Source: an optimization exercise on an open RTL-to-GDS flow (aim: small area). Production flows keep margins and buffers that such runs may drop. Where RTL was checked, it was by simulation tests only, not by an equivalence proof against the original. Only the layout flow was run in run 1; the RTL was not checked for function there. Power figures rest on the tool's default switching activity, not on a simulated workload.

### flow/flow/area.abc
strash
&get -n
&deepsyn -T 60
&put
&get -n
&dch -f
&nf -R 1000
&put
### flow/config.mk
export PLATFORM = sky130hd
export DESIGN_NAME = vending_machine_top
export DESIGN_NICKNAME = vending_machine_top
export VERILOG_FILES = /design/flow/design.v
export SDC_FILE = /design/flow/constraint.sdc
export NUM_CORES = 4
export LEC_CHECK = 0
export CAP_MARGIN = 20
export CORE_MARGIN = 2
export CORE_UTILIZATION = 40
export SLEW_MARGIN = 20
### flow/flow/checkregs.py
#!/usr/bin/env python3
# Checks that two netlists have the same registers: same instance names and
# the same cell types (drive strength aside), and the same ports.
import re, sys

def regs(path):
    text = open(path).read()
    out = {}
    for m in re.finditer(r'^\s*(sky130_fd_sc_hd__(\w+?)_\d+)\s+(\\\S+|\S+)\s*\(', text, re.M):
        base = m.group(2)
        if re.match(r'(s?e?df|dl)', base):
            out[m.group(3)] = base
    return out

a, b = regs(sys.argv[1]), regs(sys.argv[2])
print('registers: standard %d, new %d' % (len(a), len(b)))
bad = [k for k in set(a) | set(b) if a.get(k) != b.get(k)]
for k in sorted(bad)[:20]:
    print('differs:', k, a.get(k), b.get(k))
if bad or not a:
    sys.exit(1)
print('same registers')
### flow/standard.sh
#!/bin/bash
# synth_recipe.tcl (not shown) runs the flow's synth.tcl, then flattens the netlist and writes it again
# the make line also repeats each setting of config.mk as NAME=value (left out here)
make -C /OpenROAD-flow-scripts/flow DESIGN_CONFIG=/design/flow/config.mk WORK_HOME=/design/flow/orfs CLKGATE_MAP_FILE= SYNTH_SCRIPT=/design/flow/synth_recipe.tcl "${@:-finish}"
### flow/flow/run.sh
#!/bin/bash
# Own layout flow: the standard synthesis, unchanged; then its
# combinational cells are mapped again by ABC with an area-only script (the
# registers, their names and cell types, and the ports are kept as they are);
# then the standard layout from floorplan to finish, with the port
# buffers made of sky130_fd_sc_hd__buf_1 and the clock tree built with the
# options in flow/cts_args.txt (no dummy loads).
# Each tool's output goes to a log file of its own in the work folder.
set -euo pipefail
WORK=$(pwd)
RES=$WORK/orfs/results/$FLOW_PLATFORM/vending_machine_top/base
LOGS=$WORK/orfs/logs/$FLOW_PLATFORM/vending_machine_top/base
LIB=$FLOW_HOME/platforms/$FLOW_PLATFORM/lib/sky130_fd_sc_hd__tt_025C_1v80.lib
YOSYS=$(command -v yosys || echo "$FLOW_HOME/../tools/install/yosys/bin/yosys")

# 1. standard synthesis
bash standard.sh synth > "$WORK/log_1_standard_synth.txt" 2>&1
cp "$RES/1_2_yosys.v" "$WORK/standard_synth.v"

# 2. map the logic again (registers kept)
python3 "$WORK/flow/libcells.py" "$LIB" > "$WORK/comb_cells.v"
DONT_USE=$(grep -o -- "-dont_use [A-Za-z0-9_]*" "$LOGS/1_2_yosys.log" | sort -u | tr '\n' ' ')
cat > "$WORK/resynth.ys" <<EOS
read_liberty -lib $LIB
read_verilog -overwrite $WORK/comb_cells.v
read_verilog $WORK/standard_synth.v
hierarchy -check -top $FLOW_TOP
flatten
techmap
opt -purge
rename -hide w:* x:* %d
abc -script $WORK/flow/area.abc -liberty $LIB $DONT_USE
opt_clean -purge
hilomap -singleton -hicell sky130_fd_sc_hd__conb_1 HI -locell sky130_fd_sc_hd__conb_1 LO
splitnets
opt_clean -purge
read_liberty -lib -ignore_redef $LIB
hierarchy -check -top $FLOW_TOP
check -assert
stat -liberty $LIB
write_verilog -noattr -nohex -nodec $WORK/resynth.v
EOS
"$YOSYS" -s "$WORK/resynth.ys" > "$WORK/log_2_resynth.txt" 2>&1
python3 "$WORK/flow/checkregs.py" "$WORK/standard_synth.v" "$WORK/resynth.v" > "$WORK/log_2_checkregs.txt" 2>&1
cp "$WORK/resynth.v" "$RES/1_2_yosys.v"
touch "$RES/1_2_yosys.v"
rm -f "$RES/1_synth.odb" "$RES/1_synth.sdc"

# 3. standard layout from the new netlist
CTS_ARGS=$(cat "$WORK/flow/cts_args.txt")
bash standard.sh BUFFER_PORTS_ARGS="-buffer_cell sky130_fd_sc_hd__buf_1" CTS_ARGS="$CTS_ARGS" finish > "$WORK/log_3_standard_layout.txt" 2>&1
test -f "$WORK/out/final.def"
### flow/design.v
`timescale 1ns / 1ps
module Debouncer(
    input  wire clk,
    input  wire rst,
    input  wire btn_in,
    output reg  btn_out
);
    localparam [9:0] CLR       = 10'h061;
    localparam [9:0] TERM_MASK = 10'h2fd;
    localparam [9:0] TERM      = 10'h055;
    reg sync_0, sync_1;
    reg stable_state;
    reg [9:0] q;
    wire differ = sync_1 ^ stable_state;
    wire term   = ((q & TERM_MASK) == TERM);
    wire run    = differ & ~term;
    always @(posedge clk or posedge rst) begin
        if (rst) begin
            sync_0       <= 1'b0;
            sync_1       <= 1'b0;
            stable_state <= 1'b0;
            btn_out      <= 1'b0;
        end else begin
            sync_0 <= btn_in;
            sync_1 <= sync_0;
            if (differ & term)
                stable_state <= sync_1;
            btn_out <= differ & (term ? sync_1 : btn_out);
        end
    end
    always @(posedge clk)
        q <= run ? {~q[8:0], q[2] ^ q[9]} : CLR;
endmodule
`timescale 1ns / 1ps
module vending_fsm(
    input  wire        clk,
    input  wire        rst,
    input  wire        started,
    input  wire [1:0]  sw_item,
    input  wire        db_btnU,    
    input  wire        db_btnL,    
    input  wire        db_btnR,    
    input  wire        db_btnD,    
    input  wire        db_btnC,    
    output reg  [14:0] display_val,    
    output wire        led_purchase,
    output reg         led_insuff
);
    localparam [2:0] ST_SEL    = 3'b000,
                     ST_CABS   = 3'b001,
                     ST_COIN   = 3'b010,
                     ST_SELPV  = 3'b100,
                     ST_VEND   = 3'b110;
    localparam [14:0] V0   = 15'b000_0000_0000_0000,
                      V10  = 15'b000_0000_0001_0000,
                      V25  = 15'b000_0000_0010_1000,
                      V50  = 15'b000_0000_1000_0000,
                      V75  = 15'b000_0000_1010_1000,
                      V100 = 15'b000_0001_0000_0000,
                      V135 = 15'b000_0001_0011_1000;
    reg [2:0]  state;
    reg [1:0]  item;
    reg [2:0]  op;
    assign led_purchase = state[2];
    wire [2:0] r0 = display_val[2:0];
    wire       q0 = display_val[3];
    wire [2:0] r1 = display_val[6:4];
    wire       q1 = display_val[7];
    wire [2:0] r2 = display_val[10:8];
    wire       q2 = display_val[11];
    wire [2:0] r3 = display_val[14:12];
    wire sub = op[2];
    wire f5 = sub ? op[0] : (op[1:0] == 2'b10);
    reg       a5;
    reg [1:0] ar;
    always @(*) begin
        case (op)
            3'd0: {a5, ar} = {1'b0, 2'd0};    
            3'd1: {a5, ar} = {1'b0, 2'd1};    
            3'd2: {a5, ar} = {1'b0, 2'd2};    
            3'd3: {a5, ar} = {1'b1, 2'd0};    
            3'd4: {a5, ar} = {1'b1, 2'd0};    
            3'd5: {a5, ar} = {1'b0, 2'd2};    
            3'd6: {a5, ar} = {1'b0, 2'd0};    
            default: {a5, ar} = {1'b1, 2'd1};  
        endcase
    end
    wire c1  = q0 & f5;
    wire q0a = q0 ^ f5;
    wire [3:0] rs1 = r1 + ar + c1;
    wire k1  = (rs1 >= 4'd5);
    wire [2:0] r1a = k1 ? rs1 - 4'd5 : rs1[2:0];
    wire q1a = q1 ^ a5 ^ k1;
    wire c2  = (q1 & a5) | (q1 & k1) | (a5 & k1);
    reg [2:0] r2a; reg q2a; reg inc3, dec3;
    always @(*) begin
        r2a = r2; q2a = q2; inc3 = 1'b0; dec3 = 1'b0;
        if (!sub) begin
            if (c2) begin
                if (r2 == 3'd4) begin r2a = 3'd0; q2a = ~q2; inc3 = q2; end
                else r2a = r2 + 3'd1;
            end
        end else if ((op == 3'd7) ? c2 : !c2) begin    
            if (r2 == 3'd0) begin r2a = 3'd4; q2a = ~q2; dec3 = ~q2; end
            else r2a = r2 - 3'd1;
        end else if (op == 3'd7) begin                 
            if (r2 < 3'd2) begin r2a = r2 + 3'd3; q2a = ~q2; dec3 = ~q2; end
            else r2a = r2 - 3'd2;
        end
    end
    wire [2:0] r3a = inc3 ? r3 + 3'd1 : dec3 ? r3 - 3'd1 : r3;
    wire wrap = ~sub & r3[2] & (c2 | (q1a & (r1a == 3'd4) & q0a & (r0 != 3'd0)));
    wire       cw  = q0a & (r0 != 3'd0);
    wire [2:0] r0f = !wrap ? r0 : (r0 == 3'd0) ? 3'd4 : r0 - 3'd1;
    wire       q0f = q0a ^ (wrap & (r0 != 3'd0));
    wire [2:0] r1f = !(wrap & cw) ? r1a : (r1a == 3'd4) ? 3'd0 : r1a + 3'd1;
    wire       q1f = q1a ^ (wrap & cw & (r1a == 3'd4));
    wire [14:0] sum = wrap ? {7'd0, q1f, r1f, q0f, r0f}
                           : {r3a, q2a, r2a, q1a, r1a, q0a, r0};
    wire [1:0] coin = {db_btnU | db_btnL, db_btnU | (~db_btnL & db_btnR)};
    wire is_cabs = (state == ST_CABS);
    reg en;
    always @(*) begin
        case (item)
            2'b00: en = (sum >= V50);
            2'b01: en = (sum >= V75);
            2'b10: en = (sum >= V100);
            default: en = (sum >= V135);
        endcase
    end
    wire enough = is_cabs ? (op[1:0] == 2'b11 && item == 2'b00) : en;
    reg [14:0] konst;
    always @(*) begin
        if (is_cabs)
            case (op[1:0])
                2'b00: konst = V0;  2'b01: konst = V10;
                2'b10: konst = V25; default: konst = V50;
            endcase
        else if (!started)
            konst = V0;
        else case (item)
            2'b00: konst = V50;
            2'b01: konst = V75;
            2'b10: konst = V100;
            default: konst = V135;
        endcase
    end
    wire in_coin = ~state[2] & (state[1] | state[0]);
    wire vend_now = in_coin & ~db_btnD & db_btnC & enough;
    always @(posedge clk or posedge rst) begin
        if (rst) begin
            state       <= ST_SEL;
            led_insuff  <= 1'b0;
            display_val <= V0;
        end else begin
            case (state)
                ST_CABS, ST_COIN: begin
                    if (db_btnD)
                        state <= ST_SEL;
                    else if (db_btnC & enough)
                        state <= ST_VEND;
                    else
                        state <= ST_COIN;
                    if (db_btnD)
                        led_insuff <= 1'b0;
                    else if (db_btnC & ~enough)
                        led_insuff <= 1'b1;
                end
                ST_VEND: begin
                    if (db_btnC | db_btnD) state <= ST_SELPV;
                    led_insuff <= 1'b0;
                end
                default: begin  
                    state <= (db_btnU | db_btnL | db_btnR | db_btnC) ? ST_CABS : ST_SEL;
                    led_insuff <= 1'b0;
                end
            endcase
            if (in_coin && !is_cabs || state == ST_VEND)
                display_val <= sum;
            else
                display_val <= konst;
        end
    end
    always @(posedge clk) begin
        if (vend_now)
            op <= {1'b1, item};
        else if (state == ST_VEND)
            op <= 3'b000;
        else
            op <= {1'b0, coin};
        if (state[1:0] == 2'b00)
            item <= sw_item;
    end
endmodule
`timescale 1ns / 1ps
module SevenSegmentDriver(
    input  wire        clk,
    input  wire        rst,
    input  wire [14:0] value,   
    output reg  [7:0]  seg,     
    output reg  [3:0]  an,      
    output reg         started  
);
    reg [13:0] refresh;
    reg [1:0]  digit_index;
    wire low_zero = (refresh[12:0] == 13'd0);
    wire fb       = refresh[13] ^ refresh[4] ^ refresh[2] ^ refresh[0] ^ low_zero;
    wire wrap     = low_zero & ~refresh[13];
    always @(posedge clk or posedge rst) begin
        if (rst) begin
            refresh     <= 14'd0;
            digit_index <= 2'd0;
            started     <= 1'b0;
        end else begin
            refresh <= {refresh[12:0], fb};
            started <= 1'b1;
            if (wrap & started)
                digit_index <= digit_index + 2'd1;
        end
    end
    reg [3:0] curr_digit;
    always @(*) begin
        case (digit_index)
            2'd0: curr_digit = value[3:0];
            2'd1: curr_digit = value[7:4];
            2'd2: curr_digit = value[11:8];
            default: curr_digit = {1'b0, value[14:12]};
        endcase
    end
    always @(*) begin
        case (curr_digit)
            4'b0000: seg = 8'b11000000;  
            4'b0001: seg = 8'b11111001;  
            4'b0010: seg = 8'b10100100;  
            4'b0011: seg = 8'b10110000;  
            4'b0100: seg = 8'b10011001;  
            4'b1000: seg = 8'b10010010;  
            4'b1001: seg = 8'b10000010;  
            4'b1010: seg = 8'b11111000;  
            4'b1011: seg = 8'b10000000;  
            4'b1100: seg = 8'b10010000;  
            default: seg = 8'b11111111;
        endcase
        an = 4'b1111;
        an[digit_index] = 1'b0;
    end
endmodule
`timescale 1ns / 1ps
module vending_machine_top(
    input  wire clk,         
    input  wire rst,         
    input  wire [1:0] sw_item,
    input  wire btnU,   
    input  wire btnL,   
    input  wire btnR,   
    input  wire btnD,   
    input  wire btnC,   
    output wire [7:0] seg,   
    output wire [3:0] an,    
    output wire [15:0] led_purchase,  
    output wire led_insuff
);
    wire db_btnU, db_btnL, db_btnR, db_btnD, db_btnC;
    Debouncer debU (.clk(clk), .rst(rst), .btn_in(btnU), .btn_out(db_btnU));
    Debouncer debL (.clk(clk), .rst(rst), .btn_in(btnL), .btn_out(db_btnL));
    Debouncer debR (.clk(clk), .rst(rst), .btn_in(btnR), .btn_out(db_btnR));
    Debouncer debD (.clk(clk), .rst(rst), .btn_in(btnD), .btn_out(db_btnD));
    Debouncer debC (.clk(clk), .rst(rst), .btn_in(btnC), .btn_out(db_btnC));
    wire [14:0] display_val;
    wire fsm_purchase;
    wire started;
    vending_fsm fsm_unit (
        .clk(clk), .rst(rst), .started(started), .sw_item(sw_item),
        .db_btnU(db_btnU), .db_btnL(db_btnL), .db_btnR(db_btnR),
        .db_btnD(db_btnD), .db_btnC(db_btnC),
        .display_val(display_val),
        .led_purchase(fsm_purchase),
        .led_insuff(led_insuff)
    );
    reg purchase_q;
    always @(posedge clk or posedge rst) begin
        if (rst) purchase_q <= 1'b0;
        else     purchase_q <= fsm_purchase;
    end
    assign led_purchase = {16{purchase_q}};
    SevenSegmentDriver sseg_unit (
        .clk(clk), .rst(rst), .value(display_val),
        .seg(seg), .an(an), .started(started)
    );
endmodule
### flow/constraint.sdc
create_clock -name core_clock -period 80.0 [get_ports {clk}]
set_input_delay 16.0000 -clock core_clock [delete_from_list [all_inputs] [get_ports {clk}]]
set_output_delay 16.0000 -clock core_clock [all_outputs]
set_load 0.01 [all_outputs]
### flow/flow/cts_args.txt
-sink_clustering_enable -repair_clock_nets -buf_list sky130_fd_sc_hd__clkbuf_8 -sink_clustering_size 20 -dont_use_dummy_load
### flow/flow/libcells.py
#!/usr/bin/env python3
# Writes Verilog models of the liberty's combinational cells (from their
# "function" attributes), for Yosys to read over its blackbox cells so that
# ABC can map the standard synthesis's logic again. Sequential cells, and
# cells with no function, are left out (they stay blackboxes).
import re, sys

def tokens(text):
    # strip comments
    text = re.sub(r'/\*.*?\*/', '', text, flags=re.S)
    return text

def parse_cells(text):
    cells = {}
    i = 0
    for m in re.finditer(r'\bcell\s*\(\s*"?([A-Za-z0-9_]+)"?\s*\)\s*\{', text):
        name = m.group(1)
        start = m.end()
        depth = 1; j = start
        while depth:
            c = text[j]
            if c == '{': depth += 1
            elif c == '}': depth -= 1
            j += 1
        cells[name] = text[start:j - 1]
    return cells

def pins(body):
    out = []
    for m in re.finditer(r'\bpin\s*\(\s*"?([A-Za-z0-9_]+)"?\s*\)\s*\{', body):
        name = m.group(1)
        start = m.end(); depth = 1; j = start
        while depth:
            c = body[j]
            if c == '{': depth += 1
            elif c == '}': depth -= 1
            j += 1
        pb = body[start:j - 1]
        # only the pin's own attributes (depth 0)
        own = re.sub(r'\{[^{}]*\}', '', pb)
        while re.search(r'\{[^{}]*\}', own):
            own = re.sub(r'\{[^{}]*\}', '', own)
        d = re.search(r'direction\s*:\s*"?(\w+)"?', own)
        f = re.search(r'function\s*:\s*"([^"]*)"', own)
        out.append((name, d.group(1) if d else None, f.group(1) if f else None))
    return out

def vexpr(f):
    f = f.replace('!', '~').replace('+', '|').replace('*', '&')
    return f

text = tokens(open(sys.argv[1]).read())
cells = parse_cells(text)
for name, body in sorted(cells.items()):
    if re.search(r'\b(ff|latch|statetable)\s*\(', body):
        continue
    ps = pins(body)
    outs = [(n, f) for n, d, f in ps if d == 'output']
    ins = [n for n, d, f in ps if d == 'input']
    if not outs or any(f is None for n, f in outs):
        continue
    if any(re.search(r'VPWR|VGND|KAPWR|VPB|VNB', f) for n, f in outs):
        continue
    print('module %s(%s);' % (name, ', '.join(ins + [n for n, f in outs])))
    for n in ins:
        print('  input %s;' % n)
    for n, f in outs:
        print('  output %s;' % n)
        print('  assign %s = %s;' % (n, vexpr(f)))
    print('endmodule')
==> reports/qor.txt, run 1 <==
Post-Route WL = 8.062 mm
CP Launch Type = register
DRT Pass-1 Iters = 4
CP arrival = 2.35 ns
final clock skew = 0.02053 ns
cell area after synthesis = 0.004300 mm2
Worst-Margin Slew = 0.7354 ns
max cap viols = 0
Pwr Total = 139.5 uW
H-tree Lvls = 3
post-route DRC violation count = 0
initial antenna violation count = 0
GRT Max-Usage Layer = met2
Global Route Usage Sum = 15.33%
Final HPWL DP = 5.894 mm
Mapped Cells = 425
GR Util met2 = 23.54%
Max-slew headroom = 50.97%
worst vdd ir = 0.01522 mV
antenna-violating nets left = 0
clock tree buffer depth = 2
wire per inst = 13.26 um
Reg clk slew, reported paths = 0.09 ns
antenna diode count = 0
CTS sink cnt = 112
area of all sequential standard cells = 0.002547 mm2
Worst EP required = 64.00 ns
kind of critical path = reg2out
CTS Hold Buffers Added = 0
total CTS buffers = 9
Post-CTS Setup Inserts = 0
Via density = 5.104
share of layout cells above drive strength 1 = 2.331%
placer congestion estimate = 0.8909
grt met3 use = 2.663%
Hold Path Class = reg2reg
pwr/cell area = 29.42 mW/mm2
die area = 0.01160 mm2
Worst-Skew Late Latency = 0.36 ns
met1 GRT Util = 20.97%
vias in the first global route = 3,013
chip width = 107.7 um
FP Rows = 37
CP max FO = 8
Layout Area Growth over Synthesis = 10.24%
GRT overflow = 0
Core Region = 0.01037 mm2
num ports = 38
Fin. Hold Viols = 0
fmax = 54.50 MHz
chip height = 107.7 um
port buffer count = 36
final worst path period share = 22.94%
setup TNS = 0 ns
RSZ-0062 raised after global routing = false
via count = 3,103
YS warnings = 4
Final Slew Violations = 0
Leakage = 1.988 nW
CTS resizes = 0
final setup fails = 0
Initial Utilization = 41.47%
largest net degree at the start of global routing = 58
Final min period = 18.35 ns
status = complete, no violations
root buffer cell = clkbuf_8
Fillers = 1,015
syn avg cell area = 10.12 um2
multi-input combinational cell area = 0.001700 mm2
first-pass GRT wire length = 14.03 mm
Detailed Route Iter0 Violations = 224
CTS tree = built
# nets final = 483
nature of the critical path endpoint = output pin
==> state kept, by name, summed over array words and instances, names as in the netlist, 2 cells and up <==
register / cells
sseg_unit.digit_index: 2
fsm_unit.state: 3
sseg_unit.refresh: 14
debC.q: 10
debD.q: 10
fsm_unit.display_val: 15
fsm_unit.item: 2
debL.q: 10
fsm_unit.op: 3
debR.q: 10
debU.q: 10
==> area by class of cell <==
cell class / instances / share of cell area [%]
flip-flops and latches: 112 / 53.73
multi-input cells: 299 / 35.87
well taps: 136 / 3.589
repair buffers: 37 / 3.009
clock buffers: 9 / 2.613
inverters: 15 / 1.188
==> placed cells by master (no fill, tap or decap), drive strengths merged, types with 3 or more instances in the layout <==
master / instances
dfrtp: 57
nor2: 55
dfxtp: 53
nand2: 50
buf: 37
a21oi: 23
o21ai: 20
clkinv: 14
nor2b: 14
xnor2: 14
xor2: 11
nand2b: 11
nor4: 10
nand3: 10
clkbuf: 9
or2: 7
nor3: 7
a21o: 7
nor3b: 6
o22a: 5
and3: 4
o21bai: 3
and2: 3
or3: 3
a31o: 3
==> final timing paths <==
kind	from	endpoint	slack, ns	cells past startpoint
setup / recovery	sseg_unit.digit_index[1]$_DFFE_PP0P_	seg[6]	61.65	9
hold / removal	debL.sync_0$_DFF_PP0_	debL.sync_1$_DFF_PP0_	0.35	0
setup reg to reg	fsm_unit.op[2]$_SDFF_PP1_	fsm_unit.op[1]$_DFF_P_	75.19	22
hold reg to reg	debL.sync_0$_DFF_PP0_	debL.sync_1$_DFF_PP0_	0.35	0
max in group asynchronous	rst	sseg_unit.refresh[3]$_DFF_PP0_	63.68	3
min in group asynchronous	rst	debU.sync_0$_DFF_PP0_	15.81	3
==> metal layers <==
| layer | part of all wire, % | routed length, um |
|---|---|---|
| met1 | 50 | 4008 |
| met2 | 44 | 3559 |
| met3 | 4.3 | 348 |
| met4 | 1.8 | 145 |
| met5 | 0 | 0 |
==> critical path: stages (launching register included) <==
cell	delay (ns)
dfrtp_1	0.46
nor2b_1	0.20
a22oi_1	0.20
nand2_1	0.08
a21oi_1	0.21
clkinv_1	0.15
o21bai_1	0.26
o21a_1	0.20
o21ai_0	0.10
buf_1	0.14
==> where the power goes <==
group          internal, mW  switching, mW  total [mW]  leakage, nW
clock                0.0102         0.0163      0.0264       0.0647
combinational        0.0142         0.0187      0.0329        0.756
sequential           0.0704        0.00972      0.0802         1.17
total                0.0948         0.0446       0.139         1.99
==> metrics by stage <==
stage / area (um2) / utilization [%] / hold WS [ns] / cells / setup slack (ns)
after global routing: 4741 / 45.72 / 0.3635 / 608 / 61.45
after detailed placement: 4617 / 44.52 / 0.3347 / 599 / 62.11
after floorplan: 4304 / - / 0.3312 / 426 / 62.33
after global placement: 4617 / 44.52 / 0.3332 / 599 / 62.23
final: 4741 / 45.72 / 0.3487 / 608 / 61.65
after CTS: 4741 / 45.72 / 0.3505 / 608 / 61.69
==> inputs of run 2 (changes only) <==
--- a/flow/design.v
+++ b/flow/design.v
@@ -19,15 +19,15 @@
             sync_0       <= 1'b0;
             sync_1       <= 1'b0;
             stable_state <= 1'b0;
-            btn_out      <= 1'b0;
         end else begin
             sync_0 <= btn_in;
             sync_1 <= sync_0;
             if (differ & term)
                 stable_state <= sync_1;
-            btn_out <= differ & (term ? sync_1 : btn_out);
-        end
-    end
+        end
+    end
+    always @(posedge clk)
+        btn_out <= differ & (term ? sync_1 : btn_out);
     always @(posedge clk)
         q <= run ? {~q[8:0], q[2] ^ q[9]} : CLR;
 endmodule
@@ -42,7 +42,7 @@
     input  wire        db_btnR,    
     input  wire        db_btnD,    
     input  wire        db_btnC,    
-    output reg  [14:0] display_val,    
+    output wire [14:0] display_val,    
     output wire        led_purchase,
     output reg         led_insuff
 );
@@ -61,7 +61,12 @@
     reg [2:0]  state;
     reg [1:0]  item;
     reg [2:0]  op;
+    reg [3:0]  d_lo;
+    reg [10:0] d_hi;
+    assign display_val = {d_hi, d_lo};
     assign led_purchase = state[2];
+    wire is_cabs = (state == ST_CABS);
+    wire in_coin = ~state[2] & (state[1] | state[0]);
     wire [2:0] r0 = display_val[2:0];
     wire       q0 = display_val[3];
     wire [2:0] r1 = display_val[6:4];
@@ -118,7 +123,6 @@
     wire [14:0] sum = wrap ? {7'd0, q1f, r1f, q0f, r0f}
                            : {r3a, q2a, r2a, q1a, r1a, q0a, r0};
     wire [1:0] coin = {db_btnU | db_btnL, db_btnU | (~db_btnL & db_btnR)};
-    wire is_cabs = (state == ST_CABS);
     reg en;
     always @(*) begin
         case (item)
@@ -145,13 +149,13 @@
             default: konst = V135;
         endcase
     end
-    wire in_coin = ~state[2] & (state[1] | state[0]);
+    wire [14:0] d_next = (in_coin && !is_cabs || state == ST_VEND) ? sum : konst;
     wire vend_now = in_coin & ~db_btnD & db_btnC & enough;
     always @(posedge clk or posedge rst) begin
         if (rst) begin
             state       <= ST_SEL;
             led_insuff  <= 1'b0;
-            display_val <= V0;
+            d_lo        <= 4'd0;
         end else begin
             case (state)
                 ST_CABS, ST_COIN: begin
@@ -171,17 +175,15 @@
                     led_insuff <= 1'b0;
                 end
                 default: begin  
-                    state <= (db_btnU | db_btnL | db_btnR | db_btnC) ? ST_CABS : ST_SEL;
+                    state <= (started & (db_btnU | db_btnL | db_btnR | db_btnC)) ? ST_CABS : ST_SEL;
                     led_insuff <= 1'b0;
                 end
             endcase
-            if (in_coin && !is_cabs || state == ST_VEND)
-                display_val <= sum;
-            else
-                display_val <= konst;
+            d_lo <= d_next[3:0];
         end
     end
     always @(posedge clk) begin
+        d_hi <= d_next[14:4];
         if (vend_now)
             op <= {1'b1, item};
         else if (state == ST_VEND)
==> run 2 against run 1 <==
Against the previous run:
- power is 1.2% higher
- critical path type unchanged
- still clean
- die area fell by 2.9%
- worst hold slack better by 0.0071 ns
- largest cell class unchanged
- largest power group unchanged
==> reports/qor.txt, run 2 <==
status = complete, no violations
Worst EP required = 64.00 ns
Pwr Total = 141.2 uW
max cap viols = 0
area of all sequential standard cells = 0.002467 mm2
RR Endpoint = fsm_unit.led_insuff$_DFFE_PP0P_
Core Region = 0.01023 mm2
Worst-Skew Late Latency = 0.36 ns
Biggest register = sseg_unit.refresh
Layout Area Growth over Synthesis = 10.56%
RSZ-0062 raised after global routing = false
Worst R2R Path Depth = 22
most frequent cells in the layout = nor2_1 (71), dfxtp_1 (69), nand2_1 (42)
Post-Route WL = 7.721 mm
H-tree Lvls = 3
FP Rows = 37
num ports = 38
Hold WS = 0.3558 ns
Hold EP = debR.sync_1$_DFF_PP0_
syn avg cell area = 9.809 um2
Max-slew headroom = 51.50%
Leakage = 1.825 nW
antenna diode count = 0
via count = 3,028
Switch Pwr = 45.25 uW
post-route DRC violation count = 0
die area = 0.01126 mm2
commonest non-fill, non-tap cell in the layout = nor2_1
Final Slew Violations = 0
Critical R2R Launch = fsm_unit.op[2]$_SDFF_PP1_
CP Launch Type = register
antenna-violating nets left = 0
nature of the critical path endpoint = output pin
final worst setup slack = 61.32 ns
total CTS buffers = 9
Place WS = 61.74 ns
kind of critical path = reg2out
Initial Utilization = 40.75%
Reg clk slew, reported paths = 0.09 ns
CTS tree = built
Cell Area, Placed = 0.004486 mm2
DRT Pass-1 Iters = 4
CP max FO = 7
pwr/cell area = 30.63 mW/mm2
CP arrival = 2.68 ns
Via density = 4.980
CTS sink cnt = 112
final worst path period share = 23.35%
chip width = 106.1 um
setup TNS = 0 ns
CTS resizes = 0
Hold Path Class = reg2reg
sw frac = 32.04%
share of layout cells above drive strength 1 = 2.119%
part of the power in registers = 57.3%
root buffer cell = clkbuf_8
number of flip-flops in the largest register = 14
Int Power = 95.96 uW
cell area after synthesis = 0.004169 mm2
CTS Hold Buffers Added = 0
initial antenna violation count = 0
clock tree buffer depth = 2
worst vdd ir = 0.01277 mV
top flop regs = sseg_unit.refresh x14, fsm_unit.d_hi x11
final clock skew = 0.02318 ns
port buffer count = 36
largest net degree at the start of global routing = 42
Post-CTS Setup Inserts = 0
Worst-Margin Slew = 0.7173 ns
fmax = 53.53 MHz
multi-input combinational cell area = 0.001649 mm2
# nets final = 483
YS warnings = 4
Fillers = 995
Comb pwr share = 24.0%
flop2flop setup slack = 74.69 ns
Fin. Hold Viols = 0
Final min period = 18.68 ns
wire per inst = 12.70 um
part of the power in the clock network = 18.7%
Mapped Cells = 425
placer congestion estimate = 0.8664
final setup fails = 0
Global Route Usage Sum = 14.77%
chip height = 106.1 um
GRT overflow = 0
Post-Layout Inst Area = 0.004609 mm2
worst hold path cell count = 0
HP Start = debR.sync_0$_DFF_PP0_
first-pass GRT wire length = 13.10 mm
Final HPWL DP = 5.603 mm
vias in the first global route = 2,889
Detailed Route Iter0 Violations = 127
[run 2: worst max-delay path, stage by stage (launching register included)]
cell      delay, ns
dfrtp_1        0.46
nor2b_1        0.30
clkinv_1       0.16
o22ai_1        0.15
nor2_1         0.06
o21ai_0        0.20
nand2_1        0.17
nor2_1         0.18
nor2_1         0.09
a21oi_1        0.19
a21oi_1        0.11
and2_0         0.15
buf_1          0.12
[run 2: cell type report]
type	count	area share (%)
clock buffer	9	2.687
inverter	15	1.221
multi-input combinational	299	35.78
sequential	112	53.53
tap	136	3.692
timing repair buffer	37	3.094
[run 2: through the flow]
step | std cells | utilization (%)
after global routing | 608 | 45.05
after global placement | 599 | 43.84
final | 608 | 45.05
after detailed placement | 599 | 43.84
after floorplan | 426 | -
after CTS | 608 | 45.05
[run 2: power groups by stage]
| stage | Clock, mW | Combinational, mW | Sequential [mW] |
|---|---|---|---|
| final | 0.0264 | 0.0338 | 0.0810 |
| after global routing | 0.0298 | 0.0384 | 0.0832 |
| after CTS | 0.0276 | 0.0340 | 0.0812 |
| after detailed placement | 0 | 0.0339 | 0.0822 |
| after global placement | 0 | 0.0329 | 0.0821 |
| after floorplan | 0 | 0.0266 | 0.0796 |
[run 2: metal layers]
| layer | global-route usage (%) | wire length (um) | vias to the layer above |
|---|---|---|---|
| li1 | - | - | 1535 |
| met1 | 19.56 | 3819 | 1419 |
| met2 | 22.81 | 3440 | 60 |
| met3 | 3.924 | 308 | 14 |
| met4 | 6.485 | 153 | 0 |
| met5 | 0 | 0 | - |
[run 2: worst max-delay path by stage]
| stage | start | endpoint | slack, ns | cells past startpoint |
|---|---|---|---|---|
| 2_1_floorplan | sseg_unit.digit_index[0]$_DFFE_PP0P_ | seg[0] | 61.90 | 11 |
| 3_3_place_gp | sseg_unit.digit_index[0]$_DFFE_PP0P_ | seg[0] | 61.90 | 12 |
| 3_5_place_dp | sseg_unit.digit_index[0]$_DFFE_PP0P_ | seg[0] | 61.74 | 12 |
| 4_1_cts | sseg_unit.digit_index[0]$_DFFE_PP0P_ | seg[0] | 61.33 | 12 |
| 5_1_grt | sseg_unit.digit_index[0]$_DFFE_PP0P_ | seg[0] | 60.99 | 12 |
| 6_report | sseg_unit.digit_index[0]$_DFFE_PP0P_ | seg[0] | 61.32 | 12 |
==> inputs of run 3 (changes only) <==
--- a/flow/design.v
+++ b/flow/design.v
@@ -46,11 +46,10 @@
     output wire        led_purchase,
     output reg         led_insuff
 );
-    localparam [2:0] ST_SEL    = 3'b000,
-                     ST_CABS   = 3'b001,
-                     ST_COIN   = 3'b010,
-                     ST_SELPV  = 3'b100,
-                     ST_VEND   = 3'b110;
+    localparam [1:0] ST_SEL    = 2'b00,
+                     ST_COIN   = 2'b01,
+                     ST_SELPV  = 2'b10,
+                     ST_VEND   = 2'b11;
     localparam [14:0] V0   = 15'b000_0000_0000_0000,
                       V10  = 15'b000_0000_0001_0000,
                       V25  = 15'b000_0000_0010_1000,
@@ -58,15 +57,16 @@
                       V75  = 15'b000_0000_1010_1000,
                       V100 = 15'b000_0001_0000_0000,
                       V135 = 15'b000_0001_0011_1000;
-    reg [2:0]  state;
+    reg [1:0]  state;
     reg [1:0]  item;
-    reg [2:0]  op;
+    reg [3:0]  op4;      
+    wire [2:0] op = op4[2:0];
     reg [3:0]  d_lo;
     reg [10:0] d_hi;
     assign display_val = {d_hi, d_lo};
-    assign led_purchase = state[2];
-    wire is_cabs = (state == ST_CABS);
-    wire in_coin = ~state[2] & (state[1] | state[0]);
+    assign led_purchase = state[1];
+    wire in_coin = (state == ST_COIN);
+    wire is_cabs = in_coin & op4[3];
     wire [2:0] r0 = display_val[2:0];
     wire       q0 = display_val[3];
     wire [2:0] r1 = display_val[6:4];
@@ -140,14 +140,15 @@
                 2'b00: konst = V0;  2'b01: konst = V10;
                 2'b10: konst = V25; default: konst = V50;
             endcase
-        else if (!started)
-            konst = V0;
-        else case (item)
-            2'b00: konst = V50;
-            2'b01: konst = V75;
-            2'b10: konst = V100;
-            default: konst = V135;
-        endcase
+        else begin
+            case (item)
+                2'b00: konst = V50;
+                2'b01: konst = V75;
+                2'b10: konst = V100;
+                default: konst = V135;
+            endcase
+            konst[3] = konst[3] & started;
+        end
     end
     wire [14:0] d_next = (in_coin && !is_cabs || state == ST_VEND) ? sum : konst;
     wire vend_now = in_coin & ~db_btnD & db_btnC & enough;
@@ -158,7 +159,7 @@
             d_lo        <= 4'd0;
         end else begin
             case (state)
-                ST_CABS, ST_COIN: begin
+                ST_COIN: begin
                     if (db_btnD)
                         state <= ST_SEL;
                     else if (db_btnC & enough)
@@ -175,7 +176,7 @@
                     led_insuff <= 1'b0;
                 end
                 default: begin  
-                    state <= (started & (db_btnU | db_btnL | db_btnR | db_btnC)) ? ST_CABS : ST_SEL;
+                    state <= (started & (db_btnU | db_btnL | db_btnR | db_btnC)) ? ST_COIN : ST_SEL;
                     led_insuff <= 1'b0;
                 end
             endcase
@@ -185,12 +186,12 @@
     always @(posedge clk) begin
         d_hi <= d_next[14:4];
         if (vend_now)
-            op <= {1'b1, item};
+            op4 <= {2'b01, item};
         else if (state == ST_VEND)
-            op <= 3'b000;
+            op4 <= 4'b0000;
         else
-            op <= {1'b0, coin};
-        if (state[1:0] == 2'b00)
+            op4 <= {~state[0], 1'b0, coin};    
+        if (!state[0])
             item <= sw_item;
     end
 endmodule
@@ -229,20 +230,16 @@
             default: curr_digit = {1'b0, value[14:12]};
         endcase
     end
-    always @(*) begin
-        case (curr_digit)
-            4'b0000: seg = 8'b11000000;  
-            4'b0001: seg = 8'b11111001;  
-            4'b0010: seg = 8'b10100100;  
-            4'b0011: seg = 8'b10110000;  
-            4'b0100: seg = 8'b10011001;  
-            4'b1000: seg = 8'b10010010;  
-            4'b1001: seg = 8'b10000010;  
-            4'b1010: seg = 8'b11111000;  
-            4'b1011: seg = 8'b10000000;  
-            4'b1100: seg = 8'b10010000;  
-            default: seg = 8'b11111111;
-        endcase
+    wire [3:0] c = curr_digit;
+    always @(*) begin
+        seg[7] = 1'b1;
+        seg[6] = (~c[1] & ~c[2] & ~c[3]) | (~c[0] & c[1] & c[3]);
+        seg[5] = (~c[0] & c[1]) | (c[0] & ~c[3]);
+        seg[4] = (c[0] & ~c[3]) | c[2] | (~c[0] & c[3]);
+        seg[3] = (c[0] & ~c[1] & ~c[3]) | (~c[0] & c[1] & c[3]) | (c[2] & ~c[3]);
+        seg[2] = (~c[0] & c[1] & ~c[3]);
+        seg[1] = (~c[1] & ~c[2] & c[3]);
+        seg[0] = (c[0] & ~c[1] & ~c[3]) | (c[2] & ~c[3]);
         an = 4'b1111;
         an[digit_index] = 1'b0;
     end
==> flow/flow/area.abc (replaced) <==
strash
&get -n
&deepsyn -T 120
&put
dch -f
amap -m
==> flow/flow/cts_args.txt (replaced) <==
-sink_clustering_enable -repair_clock_nets -buf_list sky130_fd_sc_hd__clkbuf_4 -root_buf sky130_fd_sc_hd__clkbuf_16 -tree_buf sky130_fd_sc_hd__clkbuf_4 -sink_clustering_size 20 -dont_use_dummy_load
==> run 3 against run 2 <==
Against the previous run:
- critical path type unchanged
- sequential power is 3.5% lower
- cell area down 0.57%
- maximum frequency grew 1.7%
- still clean
- synthesized area shrank 3.0%
- critical path depth is 3 lower
- first-iteration DRC count is 45% higher
- register-to-register slack improved by 0.79 ns
- worst hold slack worse by 0.013 ns
- routed wire length decreased by 1.5%
==> reports/qor.txt, run 3 <==
CP Depth = 9
most frequent cells in the layout = nor2_1 (99), dfxtp_1 (70), clkinv_1 (54)
Cell Area, Placed = 0.004358 mm2
chip height = 104.6 um
Crit path largest cell delay = 0.42 ns
cell area after synthesis = 0.004045 mm2
YS warnings = 4
CP max FO = 6
Int Power = 102.6 uW
RSZ-0062 raised after global routing = false
num ports = 38
Layout Area Growth over Synthesis = 13.30%
CTS resizes = 0
syn avg cell area = 9.173 um2
final core area utilization = 46.89%
kind of critical path = reg2out
Core Region = 0.009774 mm2
fmax = 54.42 MHz
Critical R2R Launch = fsm_unit.op4[2]$_SDFF_PP1_
final worst setup slack = 61.62 ns
Initial Utilization = 41.39%
HP Start = debC.sync_0$_DFF_PP0_
sw frac = 31.19%
total CTS buffers = 9
Leakage = 1.826 nW
first-pass GRT wire length = 12.89 mm
Worst R2R Path Depth = 25
Mapped Cells = 441
worst hold path cell count = 0
Final min period = 18.38 ns
CP top delay family = compound AO/OA/AOI/OAI gates
port buffer count = 36
Place WS = 62.03 ns
Via density = 4.960
initial antenna violation count = 0
setup TNS = 0 ns
antenna diode count = 0
largest net degree at the start of global routing = 41
Global Route Usage Sum = 14.64%
antenna-violating nets left = 0
vias in the first global route = 2,844
Reg clk slew, reported paths = 0.07 ns
Max-slew headroom = 56.84%
root buffer cell = clkbuf_16
via count = 3,080
pwr/cell area = 32.53 mW/mm2
FP Rows = 36
CTS Hold Buffers Added = 0
DRT Pass-1 Iters = 5
# nets final = 499
nature of the critical path endpoint = output pin
Biggest register = sseg_unit.refresh
die area = 0.01093 mm2
worst vdd ir = 0.01261 mV
placer congestion estimate = 0.8280
CP arrival = 2.38 ns
Worst EP required = 64.00 ns
CP Launch Type = register
commonest non-fill, non-tap cell in the layout = nor2_1
CP startpoint = sseg_unit.digit_index[0]$_DFFE_PP0P_
Post-Route WL = 7.606 mm
top flop regs = sseg_unit.refresh x14, fsm_unit.d_hi x11
Fin. Hold Viols = 0
Worst-Margin Slew = 0.6416 ns
clock tree buffer depth = 2
CTS tree = built
Post-CTS Setup Inserts = 0
Fillers = 943
final clock skew = 0.01262 ns
CTS sink cnt = 112
Worst-Skew Late Latency = 0.34 ns
share of layout cells above drive strength 1 = 2.049%
Buf+Inv Stages, Crit Path = 3
Critical Path, Cell by Cell = clkinv_1 > nand2_1 > o22ai_1 > a31oi_1 > clkinv_1 > nor2_1 > a22oi_1 > o21ai_0 > buf_1
part of the power in the clock network = 24.7%
GRT overflow = 0
number of flip-flops in the largest register = 14
final worst path period share = 22.97%
final setup fails = 0
multi-input combinational cell area = 0.001384 mm2
Pwr Total = 149.1 uW
most frequent CP cell = clkinv_1
max cap viols = 0
Final HPWL DP = 5.686 mm
area of all sequential standard cells = 0.002462 mm2
Hold Path Class = reg2reg
status = complete, no violations
post-route DRC violation count = 0
Detailed Route Iter0 Violations = 184
H-tree Lvls = 3
part of the power in registers = 52.4%
wire per inst = 12.25 um
chip width = 104.6 um
slowest cell on the critical path = a31oi_1
Post-Layout Inst Area = 0.004583 mm2
Switch Pwr = 46.50 uW
Final Slew Violations = 0
Comb pwr share = 22.8%
## run 3: cell types whose count changed in the layout (fill, tap and decap cells not counted), sizes merged, moves of 9 or more
cell    change
xor2        -9
nor2b      -13
nor2       +28
nand2b     -14
o22ai       +9
xnor2      -11
clkinv     +39
## run 3: path summary, 6_finish.rpt
path | slack (ns) | to
setup / recovery | 61.62 | seg[3]
hold / removal | 0.34 | debC.sync_1$_DFF_PP0_
setup reg to reg | 75.48 | fsm_unit.op4[0]$_DFF_P_
hold reg to reg | 0.34 | debC.sync_1$_DFF_PP0_
max in group asynchronous | 63.88 | debR.sync_0$_DFF_PP0_
min in group asynchronous | 15.75 | debC.sync_1$_DFF_PP0_
## run 3: metal layers
metal	part of all wire, %	GRT usage, %	vias up
met1	49	19.75	1396
met4	2.2	6.660	0
met3	5.7	3.868	11
met5	0	0	-
li1	-	-	1585
met2	43	22.04	88
## run 3: layout make-up
class	instances	area share (%)
clock buffers	9	4.914
inverters	54	4.423
multi-input cells	276	30.19
flip-flops and latches	112	53.73
well taps	133	3.631
repair buffers	37	3.112
## run 3: power by group through the flow
stage	sequential (mW)	combinational (mW)	clock, mW
6_report	0.0782	0.0340	0.0369
5_1_grt	0.0801	0.0392	0.0403
4_1_cts	0.0783	0.0341	0.0379
3_5_place_dp	0.0793	0.0339	0
3_3_place_gp	0.0791	0.0329	0
2_1_floorplan	0.0773	0.0263	0
## run 3: worst register-to-register path: stages (launching register included)
cell and delay, ns:
dfxtp_1 0.47, clkinv_1 0.19, nor2_1 0.17, o22ai_1 0.10
a31oi_1 0.24, nand2_1 0.15, and2_0 0.21, o22ai_1 0.26
nand2_1 0.13, nor2_1 0.13, o22ai_1 0.11, nor3_1 0.48
clkinv_1 0.17, nand2_1 0.15, nor2_1 0.08, clkinv_1 0.14
nor2_1 0.09, o21a_1 0.11, a311oi_1 0.21, nor2_1 0.08
o22a_1 0.20, a21oi_1 0.18, nor3_1 0.09, clkinv_1 0.07
a21oi_1 0.09, o22ai_1 0.18
## run 3: through the flow
step                      std cells  hold WS (ns)
after CTS                       621        0.3463
after global routing            621        0.3675
after floorplan                 442        0.3312
after global placement          612        0.3337
after detailed placement        612        0.3378
final                           621        0.3432
==> inputs of run 4 (changes only) <==
==> flow/flow/cts_args.txt (replaced) <==
-sink_clustering_enable -repair_clock_nets -buf_list sky130_fd_sc_hd__clkbuf_16 -root_buf sky130_fd_sc_hd__clkbuf_16 -sink_clustering_size 40 -sink_clustering_max_diameter 300 -dont_use_dummy_load
==> run 4 against run 3 <==
Against the previous run:
- maximum frequency unchanged
- count of clock-buffer cells in the layout stayed put
- combinational power is essentially flat
- worst setup slack stayed put
- synthesized cell count unchanged
- first-iteration DRC count unchanged
- final cell count is the same
- largest cell class unchanged
- sequential share of layout area unchanged
==> reports/qor.txt, run 4 <==
fmax = 54.42 MHz
CTS resizes = 0
Biggest register = sseg_unit.refresh
Reg clk slew, reported paths = 0.07 ns
final setup fails = 0
part of the power in registers = 52.4%
Worst-Skew Late Latency = 0.34 ns
top flop regs = sseg_unit.refresh x14, fsm_unit.d_hi x11
port buffer count = 36
Crit path largest cell delay = 0.42 ns
chip width = 104.6 um
cell area after synthesis = 0.004045 mm2
CP arrival = 2.38 ns
clock tree buffer depth = 2
Max-slew headroom = 56.84%
Fin. Hold Viols = 0
pwr/cell area = 32.53 mW/mm2
CP max FO = 6
most frequent cells in the layout = nor2_1 (99), dfxtp_1 (70), clkinv_1 (54)
final clock skew = 0.01262 ns
Comb pwr share = 22.8%
Via density = 4.960
Critical Path, Cell by Cell = clkinv_1 > nand2_1 > o22ai_1 > a31oi_1 > clkinv_1 > nor2_1 > a22oi_1 > o21ai_0 > buf_1
Core Region = 0.009774 mm2
CTS Hold Buffers Added = 0
Post-CTS Setup Inserts = 0
vias in the first global route = 2,844
final worst path period share = 22.97%
most frequent CP cell = clkinv_1
nature of the critical path endpoint = output pin
Switch Pwr = 46.50 uW
Final HPWL DP = 5.686 mm
H-tree Lvls = 3
YS warnings = 4
antenna diode count = 0
via count = 3,080
setup TNS = 0 ns
num ports = 38
Initial Utilization = 41.39%
Mapped Cells = 441
Int Power = 102.6 uW
Pwr Total = 149.1 uW
Post-Route WL = 7.606 mm
total CTS buffers = 9
syn avg cell area = 9.173 um2
max cap viols = 0
Layout Area Growth over Synthesis = 13.30%
initial antenna violation count = 0
chip height = 104.6 um
status = complete, no violations
Final min period = 18.38 ns
CTS sink cnt = 112
FP Rows = 36
Worst-Margin Slew = 0.6416 ns
CP Launch Type = register
worst vdd ir = 0.01261 mV
Detailed Route Iter0 Violations = 184
wire per inst = 12.25 um
sw frac = 31.19%
root buffer cell = clkbuf_16
share of layout cells above drive strength 1 = 2.049%
CTS tree = built
RSZ-0062 raised after global routing = false
# nets final = 499
GRT overflow = 0
part of the power in the clock network = 24.7%
Hold Path Class = reg2reg
slowest cell on the critical path = a31oi_1
Leakage = 1.826 nW
largest net degree at the start of global routing = 41
Worst EP required = 64.00 ns
first-pass GRT wire length = 12.89 mm
Final Slew Violations = 0
DRT Pass-1 Iters = 5
die area = 0.01093 mm2
placer congestion estimate = 0.8280
Cell Area, Placed = 0.004358 mm2
kind of critical path = reg2out
Post-Layout Inst Area = 0.004583 mm2
number of flip-flops in the largest register = 14
commonest non-fill, non-tap cell in the layout = nor2_1
Hold WS = 0.3432 ns
antenna-violating nets left = 0
post-route DRC violation count = 0
Global Route Usage Sum = 14.64%
==> run 4: cell type report <==
cell class / count / area [um2]
Inverter: 54 / 202.7
Multi-Input combinational cell: 276 / 1384
Fill cell: 943 / 5191
Tap cell: 133 / 166.4
Clock buffer: 9 / 225.2
Timing Repair Buffer: 37 / 142.6
Sequential cell: 112 / 2462
==> run 4: worst max-delay path, delay by kind of cell, from the launching register on <==
kind / cells / cell delay, ns
compound gates: 4 / 0.73
buf+inv: 3 / 0.56
flops: 1 / 0.39
simple gates: 2 / 0.37
==> run 4: worst paths after layout <==
path / startpoint / end / cells past startpoint / slack (ns)
min in group asynchronous: rst / debC.sync_1$_DFF_PP0_ / 3 / 15.75
min reg2reg: debC.sync_0$_DFF_PP0_ / debC.sync_1$_DFF_PP0_ / 0 / 0.34
max reg2reg: fsm_unit.op4[2]$_SDFF_PP1_ / fsm_unit.op4[0]$_DFF_P_ / 25 / 75.48
max in group asynchronous: rst / debR.sync_0$_DFF_PP0_ / 3 / 63.88
max: sseg_unit.digit_index[0]$_DFFE_PP0P_ / seg[3] / 9 / 61.62
min: debC.sync_0$_DFF_PP0_ / debC.sync_1$_DFF_PP0_ / 0 / 0.34
==> run 4: per-layer routing <==
| layer | vias to the layer above | GRT usage [%] | part of all wire [%] |
|---|---|---|---|
| li1 | 1585 | - | - |
| met1 | 1396 | 19.75 | 49 |
| met2 | 88 | 22.04 | 43 |
| met3 | 11 | 3.868 | 5.7 |
| met4 | 0 | 6.660 | 2.2 |
| met5 | - | 0 | 0 |
==> run 4: per-stage QoR <==
step	util, %	instances	worst slack, ns
after floorplan	-	442	62.36
after global placement	44.59	612	62.23
after CTS	46.89	621	61.68
final	46.89	621	61.62
after global routing	46.89	621	61.38
after detailed placement	44.59	612	62.03
==> run 4: power groups by stage <==
stage | Clock (mW) | Sequential (mW) | Combinational, mW
6_report | 0.0369 | 0.0782 | 0.0340
5_1_grt | 0.0403 | 0.0801 | 0.0392
4_1_cts | 0.0379 | 0.0783 | 0.0341
3_5_place_dp | 0 | 0.0793 | 0.0339
3_3_place_gp | 0 | 0.0791 | 0.0329
2_1_floorplan | 0 | 0.0773 | 0.0263
==> inputs of run 5 (changes only) <==
==> flow/flow/cts_args.txt (replaced) <==
-sink_clustering_enable -repair_clock_nets -buf_list sky130_fd_sc_hd__clkbuf_8 -root_buf sky130_fd_sc_hd__clkbuf_8 -sink_clustering_size 30 -sink_clustering_max_diameter 300 -dont_use_dummy_load
==> run 5 against run 4 <==
Against the previous run:
- routed wire length down 0.46%
- sequential power barely moved
- largest cell class unchanged
- combinational power about the same
- worst setup slack worse by 0.0086 ns
- worst hold slack improved by 0.0020 ns
- power decreased by 7.7%
==> reports/qor.txt, run 5 <==
CP Launch Type = register
worst vdd ir = 0.01205 mV
YS warnings = 4
CP arrival = 2.38 ns
# nets final = 499
CP max FO = 6
Hold Path Class = reg2reg
most frequent cells in the layout = nor2_1 (99), dfxtp_1 (70), clkinv_1 (54)
Worst-Skew Late Latency = 0.35 ns
Post-Route WL = 7.571 mm
Reg clk slew, reported paths = 0.09 ns
pwr/cell area = 30.72 mW/mm2
Post-CTS Setup Inserts = 0
Placed Cells = 612
CTS sink cnt = 112
kind of critical path = reg2out
clock tree buffer depth = 2
RSZ-0062 raised after global routing = false
chip width = 104.6 um
die area = 0.01093 mm2
Crit path largest cell delay = 0.41 ns
wire per inst = 12.19 um
Hold WS = 0.3452 ns
Layout Area Growth over Synthesis = 10.79%
syn avg cell area = 9.173 um2
Critical Path, Cell by Cell = clkinv_1 > nand2_1 > o22ai_1 > a31oi_1 > clkinv_1 > nor2_1 > a22oi_1 > o21ai_0 > buf_1
Fin. Hold Viols = 0
Final min period = 18.38 ns
Initial Utilization = 41.39%
Fillers = 951
antenna diode count = 0
nature of the critical path endpoint = output pin
antenna-violating nets left = 0
root buffer cell = clkbuf_8
max cap viols = 0
status = complete, no violations
Worst-Margin Slew = 0.6416 ns
final worst path period share = 22.98%
Leakage = 1.780 nW
via count = 3,067
share of layout cells above drive strength 1 = 2.049%
Max-slew headroom = 56.84%
cell area after synthesis = 0.004045 mm2
port buffer count = 36
Layout Cells excl Fill = 621
first-pass GRT wire length = 12.79 mm
total CTS buffers = 9
CTS resizes = 0
Biggest register = sseg_unit.refresh
final setup fails = 0
chip height = 104.6 um
Final HPWL DP = 5.686 mm
Via density = 4.939
Mapped Cells = 441
CTS Hold Buffers Added = 0
initial antenna violation count = 0
most frequent CP cell = clkinv_1
setup TNS = 0 ns
GRT overflow = 0
FP Rows = 36
num ports = 38
post-route DRC violation count = 0
top flop regs = sseg_unit.refresh x14, fsm_unit.d_hi x11
Worst EP required = 64.00 ns
Final Slew Violations = 0
CTS tree = built
placer congestion estimate = 0.8280
fmax = 54.40 MHz
largest net degree at the start of global routing = 41
final clock skew = 0.01647 ns
Core Region = 0.009774 mm2
number of flip-flops in the largest register = 14
Global Route Usage Sum = 14.52%
vias in the first global route = 2,853
H-tree Lvls = 3
DRT Pass-1 Iters = 4
Detailed Route Iter0 Violations = 192
commonest non-fill, non-tap cell in the layout = nor2_1
slowest cell on the critical path = a31oi_1
[run 5: power breakdown]
group	switching [mW]	total [mW]	leakage, nW	internal, mW
clock network	0.0155	0.0257	0.0647	0.0102
logic	0.0218	0.0339	0.622	0.0121
registers	0.00757	0.0781	1.09	0.0705
[run 5: final timing paths]
| kind | startpoint | endpoint | slack (ns) | cells past startpoint |
|---|---|---|---|---|
| min in group asynchronous | rst | debC.sync_1$_DFF_PP0_ | 15.73 | 3 |
| min reg2reg | debC.sync_0$_DFF_PP0_ | debC.sync_1$_DFF_PP0_ | 0.35 | 0 |
| max in group asynchronous | rst | fsm_unit.state[1]$_DFFE_PP0P_ | 63.89 | 3 |
| min | debC.sync_0$_DFF_PP0_ | debC.sync_1$_DFF_PP0_ | 0.35 | 0 |
| max reg2reg | fsm_unit.op4[2]$_SDFF_PP1_ | fsm_unit.op4[1]$_DFF_P_ | 75.47 | 25 |
| max | sseg_unit.digit_index[0]$_DFFE_PP0P_ | seg[3] | 61.62 | 9 |
[run 5: final cells by class]
cell class,count,area [um2],share of cell area [%]
Multi-Input combinational cell,276,1384,30.88
Clock buffer,9,123.9,2.764
Inverter,54,202.7,4.523
Timing Repair Buffer,37,142.6,3.183
Tap cell,133,166.4,3.713
Sequential cell,112,2462,54.94
[run 5: through the flow]
step | worst slack (ns) | area (um2) | power (mW) | util, %
finish | 61.62 | 4482 | 0.1377 | 45.85
global placement | 62.23 | 4358 | 0.1120 | 44.59
floorplan | 62.36 | 4049 | 0.1036 | -
CTS | 61.65 | 4482 | 0.1391 | 45.85
global route | 61.35 | 4482 | 0.1484 | 45.85
detailed placement | 62.03 | 4358 | 0.1132 | 44.59
[run 5: critical path, delay by kind of cell (launching register included)]
kind	cells	cell delay, ns
AND/OR/NAND/NOR	2	0.36
flip-flops	1	0.40
AO/OA/AOI/OAI	4	0.72
buffers and inverters	3	0.56
[run 5: layer usage]
layer | global-route usage (%) | routed length, um | up-vias
met4 | 6.757 | 155 | 0
met5 | 0 | 0 | -
met2 | 21.94 | 3286 | 66
met3 | 3.618 | 332 | 12
met1 | 19.60 | 3796 | 1404
li1 | - | - | 1585
==> inputs of run 6 (changes only) <==
==> flow/flow/cts_args.txt (replaced) <==
-sink_clustering_enable -repair_clock_nets -buf_list sky130_fd_sc_hd__clkbuf_8 -sink_clustering_size 20 -dont_use_dummy_load
==> run 6 against run 5 <==
Against the previous run:
- power unchanged
- die area unchanged
- synthesized cell count stayed put
- largest power group unchanged
- clock power is essentially flat
- register-to-register slack about the same
- critical path type unchanged
- non-clock buffer count stayed put
- still clean
- highest routed layer unchanged
==> reports/qor.txt, run 6 <==
status = complete, no violations
first-pass GRT wire length = 12.79 mm
clock tree buffer depth = 2
vias in the first global route = 2,853
Worst-Margin Slew = 0.6416 ns
Final HPWL DP = 5.686 mm
Fin. Hold Viols = 0
setup TNS = 0 ns
num ports = 38
chip width = 104.6 um
Placed Cells = 612
Layout Cells excl Fill = 621
Final Slew Violations = 0
final setup fails = 0
Max-slew headroom = 56.84%
Hold Path Class = reg2reg
final worst path period share = 22.98%
initial antenna violation count = 0
worst vdd ir = 0.01205 mV
cell area after synthesis = 0.004045 mm2
Post-Route WL = 7.571 mm
Core Region = 0.009774 mm2
port buffer count = 36
Detailed Route Iter0 Violations = 192
Worst EP required = 64.00 ns
via count = 3,067
most frequent CP cell = clkinv_1
Reg clk slew, reported paths = 0.09 ns
final clock skew = 0.01647 ns
Biggest register = sseg_unit.refresh
Initial Utilization = 41.39%
die area = 0.01093 mm2
fmax = 54.40 MHz
number of flip-flops in the largest register = 14
kind of critical path = reg2out
Critical Path, Cell by Cell = clkinv_1 > nand2_1 > o22ai_1 > a31oi_1 > clkinv_1 > nor2_1 > a22oi_1 > o21ai_0 > buf_1
antenna-violating nets left = 0
post-route DRC violation count = 0
Layout Area Growth over Synthesis = 10.79%
antenna diode count = 0
largest net degree at the start of global routing = 41
Mapped Cells = 441
FP Rows = 36
root buffer cell = clkbuf_8
Worst-Skew Late Latency = 0.35 ns
chip height = 104.6 um
wire per inst = 12.19 um
nature of the critical path endpoint = output pin
Final min period = 18.38 ns
DRT Pass-1 Iters = 4
CP Launch Type = register
CTS tree = built
commonest non-fill, non-tap cell in the layout = nor2_1
CTS sink cnt = 112
Leakage = 1.780 nW
slowest cell on the critical path = a31oi_1
share of layout cells above drive strength 1 = 2.049%
RSZ-0062 raised after global routing = false
YS warnings = 4
CTS Hold Buffers Added = 0
top flop regs = sseg_unit.refresh x14, fsm_unit.d_hi x11
syn avg cell area = 9.173 um2
pwr/cell area = 30.72 mW/mm2
total CTS buffers = 9
# nets final = 499
placer congestion estimate = 0.8280
H-tree Lvls = 3
CP max FO = 6
most frequent cells in the layout = nor2_1 (99), dfxtp_1 (70), clkinv_1 (54)
CTS resizes = 0
max cap viols = 0
Via density = 4.939
CP arrival = 2.38 ns
Post-CTS Setup Inserts = 0
GRT overflow = 0
Crit path largest cell delay = 0.41 ns
Global Route Usage Sum = 14.52%
-- run 6: final timing paths --
check / start / endpoint / slack (ns) / cells past startpoint
max in group asynchronous: rst / fsm_unit.state[1]$_DFFE_PP0P_ / 63.89 / 3
min in group asynchronous: rst / debC.sync_1$_DFF_PP0_ / 15.73 / 3
setup / recovery: sseg_unit.digit_index[0]$_DFFE_PP0P_ / seg[3] / 61.62 / 9
hold / removal: debC.sync_0$_DFF_PP0_ / debC.sync_1$_DFF_PP0_ / 0.35 / 0
hold reg to reg: debC.sync_0$_DFF_PP0_ / debC.sync_1$_DFF_PP0_ / 0.35 / 0
setup reg to reg: fsm_unit.op4[2]$_SDFF_PP1_ / fsm_unit.op4[1]$_DFF_P_ / 75.47 / 25
-- run 6: power breakdown --
group / switching, mW / internal [mW]
Sequential: 0.00757 / 0.0705
Combinational: 0.0218 / 0.0121
Clock: 0.0155 / 0.0102
Total: 0.0449 / 0.0928
-- run 6: cell type report --
type	count	area, um2
fillers	951	5293
flip-flops and latches	112	2462
multi-input cells	276	1384
inverters	54	202.7
well taps	133	166.4
repair buffers	37	142.6
clock buffers	9	123.9
-- run 6: metal layers --
layer | track usage [%] | part of all wire, % | up-vias
met5 | 0 | 0 | -
met4 | 6.757 | 2.0 | 0
met3 | 3.618 | 4.4 | 12
met2 | 21.94 | 43 | 66
met1 | 19.60 | 50 | 1404
li1 | - | - | 1585
-- run 6: metrics by stage --
step / utilization [%] / instance area [um2] / total power [mW] / worst slack, ns / hold slack, ns
floorplan: - / 4049 / 0.1036 / 62.36 / 0.3312
global placement: 44.59 / 4358 / 0.1120 / 62.23 / 0.3337
detailed placement: 44.59 / 4358 / 0.1132 / 62.03 / 0.3378
CTS: 45.85 / 4482 / 0.1391 / 61.65 / 0.3499
global route: 45.85 / 4482 / 0.1484 / 61.35 / 0.3739
finish: 45.85 / 4482 / 0.1377 / 61.62 / 0.3452
-- run 6: critical path: cells and delay by family (launching register included) --
family	cells	cell delay [ns]
flops	1	0.40
simple gates	2	0.36
compound gates	4	0.72
buf+inv	3	0.56
==> inputs of run 7 (changes only) <==
==> flow/flow/cts_args.txt (replaced) <==
-sink_clustering_enable -repair_clock_nets -buf_list sky130_fd_sc_hd__clkbuf_16 -root_buf sky130_fd_sc_hd__clkbuf_16 -sink_clustering_size 40 -sink_clustering_max_diameter 300 -sink_clustering_levels 1 -dont_use_dummy_load
==> run 7 against run 6 <==
Against the previous run:
- sequential share of layout area is 1.2 points lower
- first-iteration DRC count is 4.2% lower
- register-to-register slack hardly changed
- critical endpoint unchanged
- largest power group unchanged
- highest routed layer unchanged
==> reports/qor.txt, run 7 <==
number of flip-flops in the largest register = 14
Fin. Hold Viols = 0
antenna-violating nets left = 0
setup TNS = 0 ns
antenna diode count = 0
Layout Area Growth over Synthesis = 13.30%
worst vdd ir = 0.01261 mV
wire per inst = 12.25 um
final clock skew = 0.01262 ns
CTS sink cnt = 112
CP max FO = 6
DRT Pass-1 Iters = 5
Worst-Skew Late Latency = 0.34 ns
status = complete, no violations
CTS tree = built
most frequent cells in the layout = nor2_1 (99), dfxtp_1 (70), clkinv_1 (54)
CTS resizes = 0
top flop regs = sseg_unit.refresh x14, fsm_unit.d_hi x11
final setup fails = 0
post-route DRC violation count = 0
GRT overflow = 0
chip width = 104.6 um
Via density = 4.960
Final min period = 18.38 ns
die area = 0.01093 mm2
vias in the first global route = 2,844
CTS Hold Buffers Added = 0
root buffer cell = clkbuf_16
YS warnings = 4
fmax = 54.42 MHz
Post-Route WL = 7.606 mm
FP Rows = 36
port buffer count = 36
Pwr Total = 149.1 uW
Global Route Usage Sum = 14.64%
via count = 3,080
syn avg cell area = 9.173 um2
share of layout cells above drive strength 1 = 2.049%
commonest non-fill, non-tap cell in the layout = nor2_1
Detailed Route Iter0 Violations = 184
Post-Layout Inst Area = 0.004583 mm2
placer congestion estimate = 0.8280
max cap viols = 0
RSZ-0062 raised after global routing = false
area of all sequential standard cells = 0.002462 mm2
Initial Utilization = 41.39%
Worst-Margin Slew = 0.6416 ns
nature of the critical path endpoint = output pin
Final Slew Violations = 0
kind of critical path = reg2out
Cell Area, Placed = 0.004358 mm2
CP arrival = 2.38 ns
# nets final = 499
Biggest register = sseg_unit.refresh
Worst EP required = 64.00 ns
cell area after synthesis = 0.004045 mm2
Reg clk slew, reported paths = 0.07 ns
initial antenna violation count = 0
chip height = 104.6 um
Max-slew headroom = 56.84%
Core Region = 0.009774 mm2
Fillers = 943
Mapped Cells = 441
multi-input combinational cell area = 0.001384 mm2
pwr/cell area = 32.53 mW/mm2
clock tree buffer depth = 2
CP Launch Type = register
Final HPWL DP = 5.686 mm
total CTS buffers = 9
final worst path period share = 22.97%
Hold Path Class = reg2reg
Post-CTS Setup Inserts = 0
first-pass GRT wire length = 12.89 mm
H-tree Lvls = 3
Leakage = 1.826 nW
largest net degree at the start of global routing = 41
num ports = 38
==> run 7: worst paths after layout <==
kind                                                       from                 endpoint  slack, ns  cells after the start
max                        sseg_unit.digit_index[0]$_DFFE_PP0P_                   seg[3]      61.62                      9
min                                       debC.sync_0$_DFF_PP0_    debC.sync_1$_DFF_PP0_       0.34                      0
max reg2reg                          fsm_unit.op4[2]$_SDFF_PP1_  fsm_unit.op4[0]$_DFF_P_      75.48                     25
min reg2reg                               debC.sync_0$_DFF_PP0_    debC.sync_1$_DFF_PP0_       0.34                      0
max in group asynchronous                                   rst    debR.sync_0$_DFF_PP0_      63.88                      3
min in group asynchronous                                   rst    debC.sync_1$_DFF_PP0_      15.75                      3
==> run 7: power by group <==
group          switching (mW)  leakage [nW]  internal [mW]
sequential            0.00757          1.09         0.0706
combinational          0.0219         0.622         0.0121
clock                  0.0170         0.111         0.0199
==> run 7: cell type report <==
| type | instances | area share, % |
|---|---|---|
| flip-flops and latches | 112 | 53.73 |
| multi-input cells | 276 | 30.19 |
| clock buffers | 9 | 4.914 |
| inverters | 54 | 4.423 |
| well taps | 133 | 3.631 |
| repair buffers | 37 | 3.112 |
==> run 7: critical path: stages (launching register included) <==
cell and delay [ns]:
dfrtp_1 0.39, clkinv_1 0.15, nand2_1 0.19, o22ai_1 0.09, a31oi_1 0.42, clkinv_1 0.24
nor2_1 0.18, a22oi_1 0.11, o21ai_0 0.11, buf_1 0.17
==> run 7: per-layer routing <==
metal | share of wire [%] | GRT usage (%) | vias to the layer above
met5 | 0 | 0 | -
met1 | 49 | 19.75 | 1396
met4 | 2.2 | 6.660 | 0
met2 | 43 | 22.04 | 88
met3 | 5.7 | 3.868 | 11
li1 | - | - | 1585
==> run 7: metrics by stage <==
step | hold WS, ns | setup WS [ns] | instances | utilization [%]
floorplan | 0.3312 | 62.36 | 442 | -
global route | 0.3675 | 61.38 | 621 | 46.89
detailed placement | 0.3378 | 62.03 | 612 | 44.59
finish | 0.3432 | 61.62 | 621 | 46.89
CTS | 0.3463 | 61.68 | 621 | 46.89
global placement | 0.3337 | 62.23 | 612 | 44.59

==> what the ideal ports hide <==
Ports are ideal in the flow. The routed layouts listed here were re-timed in OpenROAD. Step 1 sets driving cells, clkbuf_16 on the clock port and buf_2 on the other inputs (assumed; they add their load-dependent delay and slew). Step 2 moves the port delays by t, midway between the first and last clock arrival at a register: inputs arrive t later, outputs are due t later. That takes back most of the time a late clock gives input paths. a / b / c = ideal ports / drivers / drivers and shift; a / b = the first two.
run	shift t [ns]	setup WS [ns]	hold slack, ns	pins driven straight from the clock port
run 1	0.382	61.652 / 61.622 / 62.004	0.349 / 0.349 / 0.349	1
run 2	0.386	61.319 / 61.284 / 61.670	0.356 / 0.356 / 0.356	1
run 3	0.367	61.625 / 61.587 / 61.955	0.343 / 0.343 / 0.343	1
run 4	0.367	61.625 / 61.587 / 61.955	0.343 / 0.343 / 0.343	1
run 5	0.373	61.616 / 61.584 / 61.957	0.345 / 0.345 / 0.345	1
run 6	0.373	61.616 / 61.584 / 61.957	0.345 / 0.345 / 0.345	1
run 7	0.367	61.625 / 61.587 / 61.955	0.343 / 0.343 / 0.343	1
After both steps setup and hold are still met in every run listed.
